Source: an optimization exercise on an open RTL-to-GDS flow (aim: small area). Production flows keep margins and buffers that such runs may drop.
Only simulation tests tie the RTL to the original design; equivalence was not proved.
The clock port is modelled as an ideal driver; clocking choices that lean on that would not hold on a real chip.
No activity file was given, so power comes from the tool's default toggle rates.

==> module jbit_n, before the edit <==
module jbit_n(input wire inc, dec, hold, l, r, q, output wire dn);
    assign dn = ~((inc & l) | (dec & r) | (hold & q));
endmodule
==> module g_step, before the edit <==
module g_step(input wire a, bn, reset, output wire y);    
    assign y = a & ~bn & ~reset;
endmodule
==> module g_nor3, before the edit <==
module g_nor3(input wire a, b, c, output wire y);
    assign y = ~(a | b | c);
endmodule
==> module count_ctl, before the edit <==
module count_ctl(input wire [3:0] jn, input wire reset, push, pop,
                 output wire [3:0] jn_next, output wire [6:0] sn, output wire [6:0] we,
                 output wire full, empty);
    wire sn7, can_push, can_pop, inc, dec, hold;
    wire [3:0] j, nj;
    genvar k;
    generate for (k = 0; k < 4; k = k + 1) begin : g_nj
        g_inv u_j(jn[k], j[k]);
    end endgenerate
    assign nj = jn;
    g_nand2 u_s0(nj[3], nj[0], sn[0]);
    g_nand2 u_s1(j[0], nj[1], sn[1]);
    g_nand2 u_s2(j[1], nj[2], sn[2]);
    g_nand2 u_s3(j[2], nj[3], sn[3]);
    g_nand2 u_s4(j[3], j[0], sn[4]);
    g_nand2 u_s5(nj[0], j[1], sn[5]);
    g_nand2 u_s6(nj[1], j[2], sn[6]);
    g_nand2 u_s7(nj[2], j[3], sn7);
    g_and3 u_we0(push, nj[3], nj[0], we[0]);
    g_and3 u_we1(push, j[0], nj[1], we[1]);
    g_and3 u_we2(push, j[1], nj[2], we[2]);
    g_and3 u_we3(push, j[2], nj[3], we[3]);
    g_and3 u_we4(push, j[3], j[0], we[4]);
    g_and3 u_we5(push, nj[0], j[1], we[5]);
    g_and3 u_we6(push, nj[1], j[2], we[6]);
    g_and2 u_cpu(push, sn7, can_push);
    g_and2 u_cpo(pop, sn[0], can_pop);
    g_step u_inc(can_push, can_pop, reset, inc);
    g_step u_dec(can_pop, can_push, reset, dec);
    g_nor3 u_hold(inc, dec, reset, hold);
    jbit_n u_j0(inc, dec, hold, nj[3], j[1], j[0], jn_next[0]);
    jbit_n u_j1(inc, dec, hold, j[0], j[2], j[1], jn_next[1]);
    jbit_n u_j2(inc, dec, hold, j[1], j[3], j[2], jn_next[2]);
    jbit_n u_j3(inc, dec, hold, j[2], nj[0], j[3], jn_next[3]);
    g_full u_full(pop, inc, sn[6], sn7, full);
    g_empty u_empty(push, dec, sn[0], sn[1], empty);
endmodule
==> module stack, before the edit <==
module stack(input wire clk, reset, push, pop, input wire [15:0] value_in,
             output wire [15:0] value_out, output wire full, empty);
    reg [3:0] jn;    
    reg [15:0] m0, m1, m2, m3, m4, m5, m6;
    wire [3:0] jn_next;
    wire [6:0] sn, we;
    count_ctl u_ctl(jn, reset, push, pop, jn_next, sn, we, full, empty);
    always @(posedge clk) jn <= jn_next;
    always @(posedge clk) begin
        if (we[0]) m0 <= value_in;
        if (we[1]) m1 <= value_in;
        if (we[2]) m2 <= value_in;
        if (we[3]) m3 <= value_in;
        if (we[4]) m4 <= value_in;
        if (we[5]) m5 <= value_in;
        if (we[6]) m6 <= value_in;
    end
    genvar k;
    generate for (k = 0; k < 16; k = k + 1) begin : g_rd
        sel7 u_sel(sn, {m6[k], m5[k], m4[k], m3[k], m2[k], m1[k], m0[k]}, value_out[k]);
    end endgenerate
endmodule
Settings: LEC_CHECK=0, CAP_MARGIN=0, CORE_MARGIN=2, CORE_UTILIZATION=55, CTS_BUF_LIST=sky130_fd_sc_hd__clkbuf_4, GPL_TIMING_DRIVEN=0, PLACE_DENSITY=0.8, SLEW_MARGIN=0, SYNTH_HIERARCHICAL=1; clock period 5.0 ns.
standard.sh (not shown) runs the stock make flow with config.mk's settings and CLKGATE_MAP_FILE= SYNTH_SCRIPT=/design/flow/synth_recipe.tcl, a recipe that flattens the netlist after the stock synthesis.
==> flow/flow/run.sh <==
#!/bin/bash
# The standard ORFS flow (the standard.sh) with these changes:
#  - port buffers are the smallest buffer, sky130_fd_sc_hd__buf_1, rather
#    than the one buffer_ports picks by default;
#  - the buffers Yosys/ABC inserted are removed at floorplan;
#  - before the placement's repair_design, every combinational cell is
#    swapped for the smallest cell of its family (flow/downsize.tcl);
#    repair_design and the later timing repair size up what needs it;
#  - the clock tree is built by hand in the CTS step: eight
#    sky130_fd_sc_hd__clkinv_4 inverters, each at the centre of a group of
#    flops, driven by one sky130_fd_sc_hd__clkinv_8 from the clock port, so
#    every flop gets the same two inversions. flow/clocktree_pre.tcl puts a
#    temporary buffer on the clock before clock_tree_synthesis, so that it
#    and repair_clock_inverters leave the clock alone; flow/clocktree.tcl
#    (after the step's own repairs) replaces that buffer with the tree and
#    legalizes the placement.
# The full make output goes to standard.log in the work folder; ORFS's
# per-step logs stay under orfs/logs/.
set -euo pipefail
cd "$(dirname "$FLOW_CONFIG")"
export BUFFER_PORTS_ARGS="-buffer_cell sky130_fd_sc_hd__buf_1"
export REMOVE_ABC_BUFFERS=1
export PRE_RESIZE_TCL="$PWD/flow/downsize.tcl"
export PRE_CTS_TCL="$PWD/flow/clocktree_pre.tcl"
export POST_CTS_TCL="$PWD/flow/clocktree.tcl"
export CLK_LEAVES=8
export CLK_LEAF_CELL=sky130_fd_sc_hd__clkinv_4
export CLK_ROOT_CELL=sky130_fd_sc_hd__clkinv_8
export CTS_ARGS="-clk_nets clk"
bash standard.sh > standard.log 2>&1
Other scripts of this flow, unchanged in this note and not shown: flow/flow/clocktree.tcl, flow/flow/clocktree_pre.tcl, flow/flow/downsize.tcl
==> next run, changes <==
==> flow/design.v (replaced) <==
module g_oai22(input wire a0, a1, b0, b1, output wire y);
    assign y = ~((a0 | a1) & (b0 | b1));
endmodule
module g_nor4(input wire a, b, c, d, output wire y);
    assign y = ~(a | b | c | d);
endmodule
module g_nand2(input wire a, b, output wire y);
    assign y = ~(a & b);
endmodule
module g_nor2(input wire a, b, output wire y);
    assign y = ~(a | b);
endmodule
module g_and2(input wire a, b, output wire y);
    assign y = a & b;
endmodule
module g_and3(input wire a, b, c, output wire y);
    assign y = a & b & c;
endmodule
module g_andn(input wire a, bn, output wire y);    
    assign y = a & ~bn;
endmodule
module g_inv(input wire a, output wire y);
    assign y = ~a;
endmodule
module sel7(input wire [6:0] sn, input wire [6:0] d, output wire o);
    wire x, y, z, w;
    g_oai22 u_x(sn[0], d[0], sn[1], d[1], x);
    g_oai22 u_y(sn[2], d[2], sn[3], d[3], y);
    g_oai22 u_z(sn[4], d[4], sn[5], d[5], z);
    g_nor2 u_w(sn[6], d[6], w);
    g_nor4 u_o(x, y, z, w, o);
endmodule
module jbit(input wire reset, inc, dec, hold, l, r, q, output wire d);
    assign d = ~reset & ((inc & l) | (dec & r) | (hold & q));
endmodule
module g_full(input wire pop, inc, sn6, sn7, output wire full);
    assign full = (~sn7 & ~pop) | (~sn6 & inc);
endmodule
module g_empty(input wire push, dec, sn0, sn1, output wire empty);
    assign empty = (~sn0 & ~push) | (~sn1 & dec);
endmodule
module count_ctl(input wire [3:0] j, input wire reset, push, pop,
                 output wire [3:0] j_next, output wire [6:0] sn, output wire [6:0] we,
                 output wire full, empty);
    wire sn7, can_push, can_pop, inc, dec, hold;
    wire [3:0] nj;
    genvar k;
    generate for (k = 0; k < 4; k = k + 1) begin : g_nj
        g_inv u_nj(j[k], nj[k]);
    end endgenerate
    g_nand2 u_s0(nj[3], nj[0], sn[0]);
    g_nand2 u_s1(j[0], nj[1], sn[1]);
    g_nand2 u_s2(j[1], nj[2], sn[2]);
    g_nand2 u_s3(j[2], nj[3], sn[3]);
    g_nand2 u_s4(j[3], j[0], sn[4]);
    g_nand2 u_s5(nj[0], j[1], sn[5]);
    g_nand2 u_s6(nj[1], j[2], sn[6]);
    g_nand2 u_s7(nj[2], j[3], sn7);
    g_and3 u_we0(push, nj[3], nj[0], we[0]);
    g_and3 u_we1(push, j[0], nj[1], we[1]);
    g_and3 u_we2(push, j[1], nj[2], we[2]);
    g_and3 u_we3(push, j[2], nj[3], we[3]);
    g_and3 u_we4(push, j[3], j[0], we[4]);
    g_and3 u_we5(push, nj[0], j[1], we[5]);
    g_and3 u_we6(push, nj[1], j[2], we[6]);
    g_and2 u_cpu(push, sn7, can_push);
    g_and2 u_cpo(pop, sn[0], can_pop);
    g_andn u_inc(can_push, can_pop, inc);
    g_andn u_dec(can_pop, can_push, dec);
    g_nor2 u_hold(inc, dec, hold);
    jbit u_j0(reset, inc, dec, hold, nj[3], j[1], j[0], j_next[0]);
    jbit u_j1(reset, inc, dec, hold, j[0], j[2], j[1], j_next[1]);
    jbit u_j2(reset, inc, dec, hold, j[1], j[3], j[2], j_next[2]);
    jbit u_j3(reset, inc, dec, hold, j[2], nj[0], j[3], j_next[3]);
    g_full u_full(pop, inc, sn[6], sn7, full);
    g_empty u_empty(push, dec, sn[0], sn[1], empty);
endmodule
module stack(input wire clk, reset, push, pop, input wire [15:0] value_in,
             output wire [15:0] value_out, output wire full, empty);
    reg [3:0] j;
    reg [15:0] m0, m1, m2, m3, m4, m5, m6;
    wire [3:0] j_next;
    wire [6:0] sn, we;
    count_ctl u_ctl(j, reset, push, pop, j_next, sn, we, full, empty);
    always @(posedge clk) j <= j_next;
    always @(posedge clk) begin
        if (we[0]) m0 <= value_in;
        if (we[1]) m1 <= value_in;
        if (we[2]) m2 <= value_in;
        if (we[3]) m3 <= value_in;
        if (we[4]) m4 <= value_in;
        if (we[5]) m5 <= value_in;
        if (we[6]) m6 <= value_in;
    end
    genvar k;
    generate for (k = 0; k < 16; k = k + 1) begin : g_rd
        sel7 u_sel(sn, {m6[k], m5[k], m4[k], m3[k], m2[k], m1[k], m0[k]}, value_out[k]);
    end endgenerate
endmodule
First-iteration DRC count goes down by 11%.
Die area barely changes.
Core utilization came out higher by 0.15 points.
Design area hardly moves.
Wire length decreases by 6.9%.
Combinational power drops by 38%.

==> afterwards: timing with drivers on the ports <==
The flow's constraints put no driver on any port. The routed layouts listed below were extracted and timed again, unchanged, in two steps. Step 1, drivers: a clkbuf_16 drives clk and a buf_2 each remaining input, both assumed. Step 2 also shifts input and output timing later by t, the mid clock arrival at the registers, as if the neighbouring blocks saw the same clock. a / b / c = ideal / step 1 / step 2; a / b = the first two.
run	shift t [ns]	setup WS [ns]	worst register clock-pin slew, ns
the first run	0.273	1.484 / 1.431 / 1.607	0.11 / 0.11
the second run	0.270	1.657 / 1.608 / 1.861	0.09 / 0.09
After both steps every run listed still meets setup and hold.
